This design comes from an exercise in tuning for small area on the open sky130 flow, not from production work.
At most, simulation tests tie the RTL to the original design; equivalence was not proved.
No activity file was given, so power comes from the tool's default toggle rates.

==> inputs of ember <==
==> flow/design.v (excerpt) <==
module traffic_light_controller(
    input clk_in,
    input rst,
    input sw0,
    input sw1,
    input [2:0] btn,
    output reg [6:0] seg,
    output reg red,
    output reg yellow,
    output reg green,
    output reg red2,
    output reg yellow2,
    output reg green2
);
Settings: LEC_CHECK=0, ABC_AREA=1, CAP_MARGIN=20, CORE_MARGIN=2, CORE_UTILIZATION=60, SLEW_MARGIN=20; clock period 8.0 ns.
standard.sh (not shown) runs the stock make flow with config.mk's settings and CLKGATE_MAP_FILE= SYNTH_SCRIPT=/design/flow/synth_recipe.tcl, a recipe that flattens the netlist after the stock synthesis.
==> flow/flow/run.sh <==
#!/bin/bash
# Own layout flow: the standard synthesis, then the combinational logic
# re-mapped for area (registers untouched), then the standard ORFS steps with
# a clock tree without dummy loads and minimum-size port buffers.
set -euo pipefail
W=$PWD
F=$W/flow
R=$W/orfs/results/$FLOW_PLATFORM/traffic_light_controller/base
LIB=$FLOW_HOME/platforms/$FLOW_PLATFORM/lib/sky130_fd_sc_hd__tt_025C_1v80.lib

bash standard.sh synth > $W/log_1_synth.log 2>&1
cp $R/1_2_yosys.v $W/std_1_2_yosys.v

REOPT_LIB=$LIB REOPT_IN=$W/std_1_2_yosys.v REOPT_OUT=$W/reopt.v REOPT_TOP=$FLOW_TOP \
REOPT_ABC=$F/abc.script REOPT_DONTUSE=$F/dontuse.txt REOPT_STAT=$W/reopt_stat.txt \
  yosys -c $F/reopt.tcl > $W/log_2_reopt.log 2>&1

cp $W/reopt.v $R/1_2_yosys.v
rm -f $R/1_synth.odb $R/1_synth.sdc

bash standard.sh \
  "CTS_ARGS=-sink_clustering_enable -repair_clock_nets -dont_use_dummy_load -buf_list sky130_fd_sc_hd__buf_6" \
  "BUFFER_PORTS_ARGS=-buffer_cell sky130_fd_sc_hd__buf_1" \
  finish > $W/log_3_layout.log 2>&1
==> flow/flow/abc.script <==
strash; &get -n; &dch -f; &nf -a -R 1000; &put; topo
Other scripts of this flow, unchanged in this note and not shown: flow/flow/dontuse.txt, flow/flow/reopt.tcl
==> maple: changes against ember <==
--- a/flow/design.v
+++ b/flow/design.v
@@ -106,25 +106,26 @@
         lz <= lz & ~s1n0 & ~s1n1;
         l1 <= l1 & ~s1n0 & ~s1n1;
         lf <= lf & s1n0 & s1n1;
     end
 reg db;                  
+reg [1:0] dlo;           
 reg dz, dones;           
 wire d0  = tb0 ^ s0n0 ^ db;
 wire db1 = (~tb0 & s0n0) | (~(tb0 ^ s0n0) & db);
 wire d1  = tb1 ^ s0n1 ^ db1;
 always @(posedge clk_in) begin
     db <= ~tick & ((~tb1 & s0n1) | (~(tb1 ^ s0n1) & db1));
     if (c0) begin
+        dlo   <= {d1, d0};
         dz    <= 1'b1;
         dones <= 1'b1;
     end else begin
         dz    <= dz & ~d0 & ~d1;
         dones <= dones & d0 & d1;
     end
 end
-wire [1:0] dlo = {to8[1] ^ s0_lo[1] ^ (~te8[1] & s0_lo[0]), te8[1] ^ s0_lo[0]};
 wire dz_f  = ~rst_d & dz & ~d0 & ~d1;
 wire do_f  = ~rst_d & dones & d0 & d1;
 wire is_m1 = do_f & (dlo == 2'd3);
 wire is_0  = dz_f & (dlo == 2'd0);
 wire is_1  = dz_f & (dlo == 2'd1);
@@ -227,21 +228,25 @@
                 end
             endcase
         end
     end
 end
-localparam [15:0] SEG_A = 16'hfc12, SEG_B = 16'hfc60, SEG_C = 16'hfc04,
-                  SEG_D = 16'hfc92, SEG_E = 16'hfeba, SEG_F = 16'hfc8e,
-                  SEG_G = 16'hfc83;
 always @(*) begin
-    seg[0] = ~cz | SEG_A[clo];
-    seg[1] = ~cz | SEG_B[clo];
-    seg[2] = ~cz | SEG_C[clo];
-    seg[3] = ~cz | SEG_D[clo];
-    seg[4] = ~cz | SEG_E[clo];
-    seg[5] = ~cz | SEG_F[clo];
-    seg[6] = ~cz | SEG_G[clo];
+    if (!cz) seg = 7'b1111111;
+    else case (clo)
+        4'd0: seg = 7'b1000000;
+        4'd1: seg = 7'b1111001;
+        4'd2: seg = 7'b0100100;
+        4'd3: seg = 7'b0110000;
+        4'd4: seg = 7'b0011001;
+        4'd5: seg = 7'b0010010;
+        4'd6: seg = 7'b0000010;
+        4'd7: seg = 7'b1111000;
+        4'd8: seg = 7'b0000000;
+        4'd9: seg = 7'b0010000;
+        default: seg = 7'b1111111;
+    endcase
 end
 endmodule
 module tl_time(
     input clk,
     input tick,          
--- a/flow/flow/run.sh
+++ b/flow/flow/run.sh
@@ -17,8 +17,8 @@
 
 cp $W/reopt.v $R/1_2_yosys.v
 rm -f $R/1_synth.odb $R/1_synth.sdc
 
 bash standard.sh \
-  "CTS_ARGS=-sink_clustering_enable -repair_clock_nets -dont_use_dummy_load -buf_list sky130_fd_sc_hd__buf_6" \
+  "CTS_ARGS=-sink_clustering_enable -repair_clock_nets -dont_use_dummy_load -buf_list sky130_fd_sc_hd__clkbuf_8" \
   "BUFFER_PORTS_ARGS=-buffer_cell sky130_fd_sc_hd__buf_1" \
   finish > $W/log_3_layout.log 2>&1
CORE_UTILIZATION = 40   (was 60)
==> cedar: changes against ember <==
--- a/flow/design.v
+++ b/flow/design.v
@@ -143,14 +143,19 @@
         default: begin b0 = btn[0]; b1 = btn[2]; b2 = btn[1]; end
     endcase
 end
 wire eq_a = ~b0 ? is_0 : (sw1 ? is_1 : is_m1);    
 wire eq_b = ~b0 ? is_1 : (sw1 ? is_2 : is_0);     
-wire [3:0] l_new = s1_lo + (b1 ? (sw1 ? 4'd1 : 4'd15) : 4'd0);
-wire l_cy = b1 & sw1 & (s1_lo == 4'd15);
-wire l_bw = b1 & ~sw1 & (s1_lo == 4'd0);
-wire c_bw = (clo == 4'd0);
+wire       ld    = ~sw0 & eq_a;
+wire [3:0] a_op  = ld ? s1_lo : clo;
+wire       a_inc = ld & b1 & sw1;
+wire       a_dec = ~ld | (b1 & ~sw1);
+wire [3:0] a_sum = a_op + {a_dec, a_dec, a_dec, a_dec | a_inc};
+wire       a_cy  = a_inc & (a_op == 4'd15);
+wire       a_bw  = a_dec & (a_op == 4'd0);
+wire       c_bw  = ~ld & a_bw;
+wire       a_z   = ld ? (a_cy ? lf : a_bw ? l1 : lz) : (a_bw ? c1f & ~rst_d : cz);
 wire go   = ~sw0 & eq_a & (st != YELLOW);                
 wire back = ~sw0 & ~eq_a & eq_b & (st == YELLOW);         
 wire move = go | back;
 always @(*) begin
     t_inc = sw0 ? t_0 : ~move;
@@ -169,12 +174,12 @@
         red2 <= 1'b0; yellow2 <= 1'b0; green2 <= 1'b1;
     end else if (tick) begin
         q_tclr  <= move;
         q_cclr  <= 1'b0;
         q_cload <= 1'b0;
-        clo     <= clo - 4'd1;
-        if (c_bw) cz <= c1f & ~rst_d;
+        clo     <= a_sum;
+        cz      <= a_z;
         if (sw0) begin
             red <= 1'b0; green <= 1'b0; red2 <= 1'b0; green2 <= 1'b0;
             q_tclr <= 1'b1;
             q_cclr <= 1'b1;
             clo    <= 4'd10;
@@ -187,12 +192,10 @@
                 yellow2 <= 1'b1;
             end
         end else begin
             if (eq_a) begin
                 q_cload <= 1'b1;
-                clo     <= l_new;
-                cz      <= l_cy ? lf : l_bw ? l1 : lz;
             end
             case (st)
                 GREEN: begin
                     if (eq_a) begin
                         st <= YELLOW;
==> flow/flow/abc.script (replaced) <==
strash; &get -n; &deepsyn -T 20; &put; &get -n; &dch -f; &nf -a -R 1000; &put; &get -n; &dch -f; &nf -a -R 1000; &put
CORE_UTILIZATION = 75   (was 60)
==> Implementation_results.wiki <==
{| class="wikitable"
! Metric !! Value
|-
| Result of the run || complete, no violations
|-
| Post-route cell area || 0.00549 mm2
|-
| Worst path cell trace || nor3_1 -> nand2_1 -> a211o_1 -> xnor2_1 -> nand2_1 -> xnor2_1 -> nor3_1 -> or3_1 -> o2111ai_1 -> or2_0 -> o22a_1 -> nor2b_1 -> a21boi_0 -> o21bai_1 -> nor2_1 -> a22o_1
|-
| Endpoint of the most critical setup path || yellow2$_SDFFE_PP0P_
|-
| Total global-route track usage || 28.6%
|-
| Cell area reported after detailed placement || 0.00530 mm2
|-
| Sequential share of cell area || 65.8%
|-
| Total number of nets in the final design || 491
|-
| WHS Endpoint || u_s1.o[9]$_DFF_P_
|-
| Area of the mapped netlist || 0.00512 mm2
|-
| Data required time of the worst path || 8.35 ns
|-
| Clock network latency to the later pin of the worst-skew pair || 0.42 ns
|-
| Combinational share of power || 13.2%
|-
| Cell count along the critical path || 16
|-
| Layout cell share with drive strength beyond 1 || 3.73%
|-
| Drt via density || 6.02
|-
| Launch instance of the worst min-delay path || u_s1.o[10]$_DFF_P_
|-
| Pwr Total || 1930 uW
|-
| Filler-free cell count of the finished design || 562
|-
| Number of buffers and inverters on the critical path || 0
|}
The numbers above come from cedar.

==> Implementation_results.wiki <==
{| class="wikitable"
! Metric !! Value
|-
| Post-route cell area || 0.00562 mm2
|-
| Layout cell share with drive strength beyond 1 || 3.63%
|-
| Result of the run || complete, no violations
|-
| Total global-route track usage || 19.9%
|-
| Combinational share of power || 11.0%
|-
| Drt via density || 5.27
|-
| WHS Endpoint || u_s2.e[11]$_DFF_P_
|-
| Filler-free cell count of the finished design || 604
|-
| Sequential share of cell area || 64.2%
|-
| Data required time of the worst path || 8.28 ns
|-
| Endpoint of the most critical setup path || st[1]$_SDFFE_PP0P_
|-
| Number of buffers and inverters on the critical path || 0
|}
The numbers above come from ember.

==> Implementation_results.wiki <==
{| class="wikitable"
! Metric !! Value
|-
| Number of buffers and inverters on the critical path || 1
|-
| Result of the run || complete, no violations
|-
| WHS Endpoint || u_s0.e[6]$_DFF_P_
|-
| Launch instance of the worst min-delay path || u_s0.e[7]$_DFF_P_
|-
| Pwr Total || 1850 uW
|-
| Combinational share of power || 10.7%
|-
| Sequential share of cell area || 63.8%
|-
| Post-route cell area || 0.00598 mm2
|-
| Clock network latency to the later pin of the worst-skew pair || 0.43 ns
|-
| Data required time of the worst path || 8.27 ns
|-
| Worst path cell trace || nor4_1 -> nor2b_1 -> a21oi_1 -> xnor2_1 -> xnor2_1 -> or3b_1 -> nor3_1 -> and2_0 -> nand2b_1 -> a2111oi_0 -> a211oi_1 -> clkinv_1 -> o21ai_0 -> o21ai_0
|-
| Area of the mapped netlist || 0.00545 mm2
|-
| Total number of nets in the final design || 517
|-
| Filler-free cell count of the finished design || 684
|-
| Total global-route track usage || 13.3%
|-
| Layout cell share with drive strength beyond 1 || 3.54%
|}
The numbers above come from maple.

Function not checked in ember: the RTL went through the layout flow alone.

-- port drivers added, routing unchanged --
The flow's constraints put no driver on any port. The routed layouts listed below were extracted and timed again, unchanged, in two steps. Step 1: set_driving_cell puts a clkbuf_16 on clk_in and a buf_2 on each other input, an assumption about the parent block. Step 2, shift: input delay + t, output delay - t, t = (earliest + latest rising clock arrival at the registers) / 2. This alone moves slack from input paths to output paths. Three values: no drivers, after step 1, after step 2; two values: the first two.
run | shift t [ns] | setup WS [ns] | clock arrival spread, ns | worst data-port slew with drivers (ns)
ember | 0.427 | 2.933 / 2.933 / 2.933 | 0.049 / 0.049 | 0.03
maple | 0.454 | 2.761 / 2.761 / 2.761 | 0.024 / 0.023 | 0.03
cedar | 0.434 | 3.550 / 3.550 / 3.550 | 0.044 / 0.045 | 0.04
After both steps setup and hold are still met in every run listed.
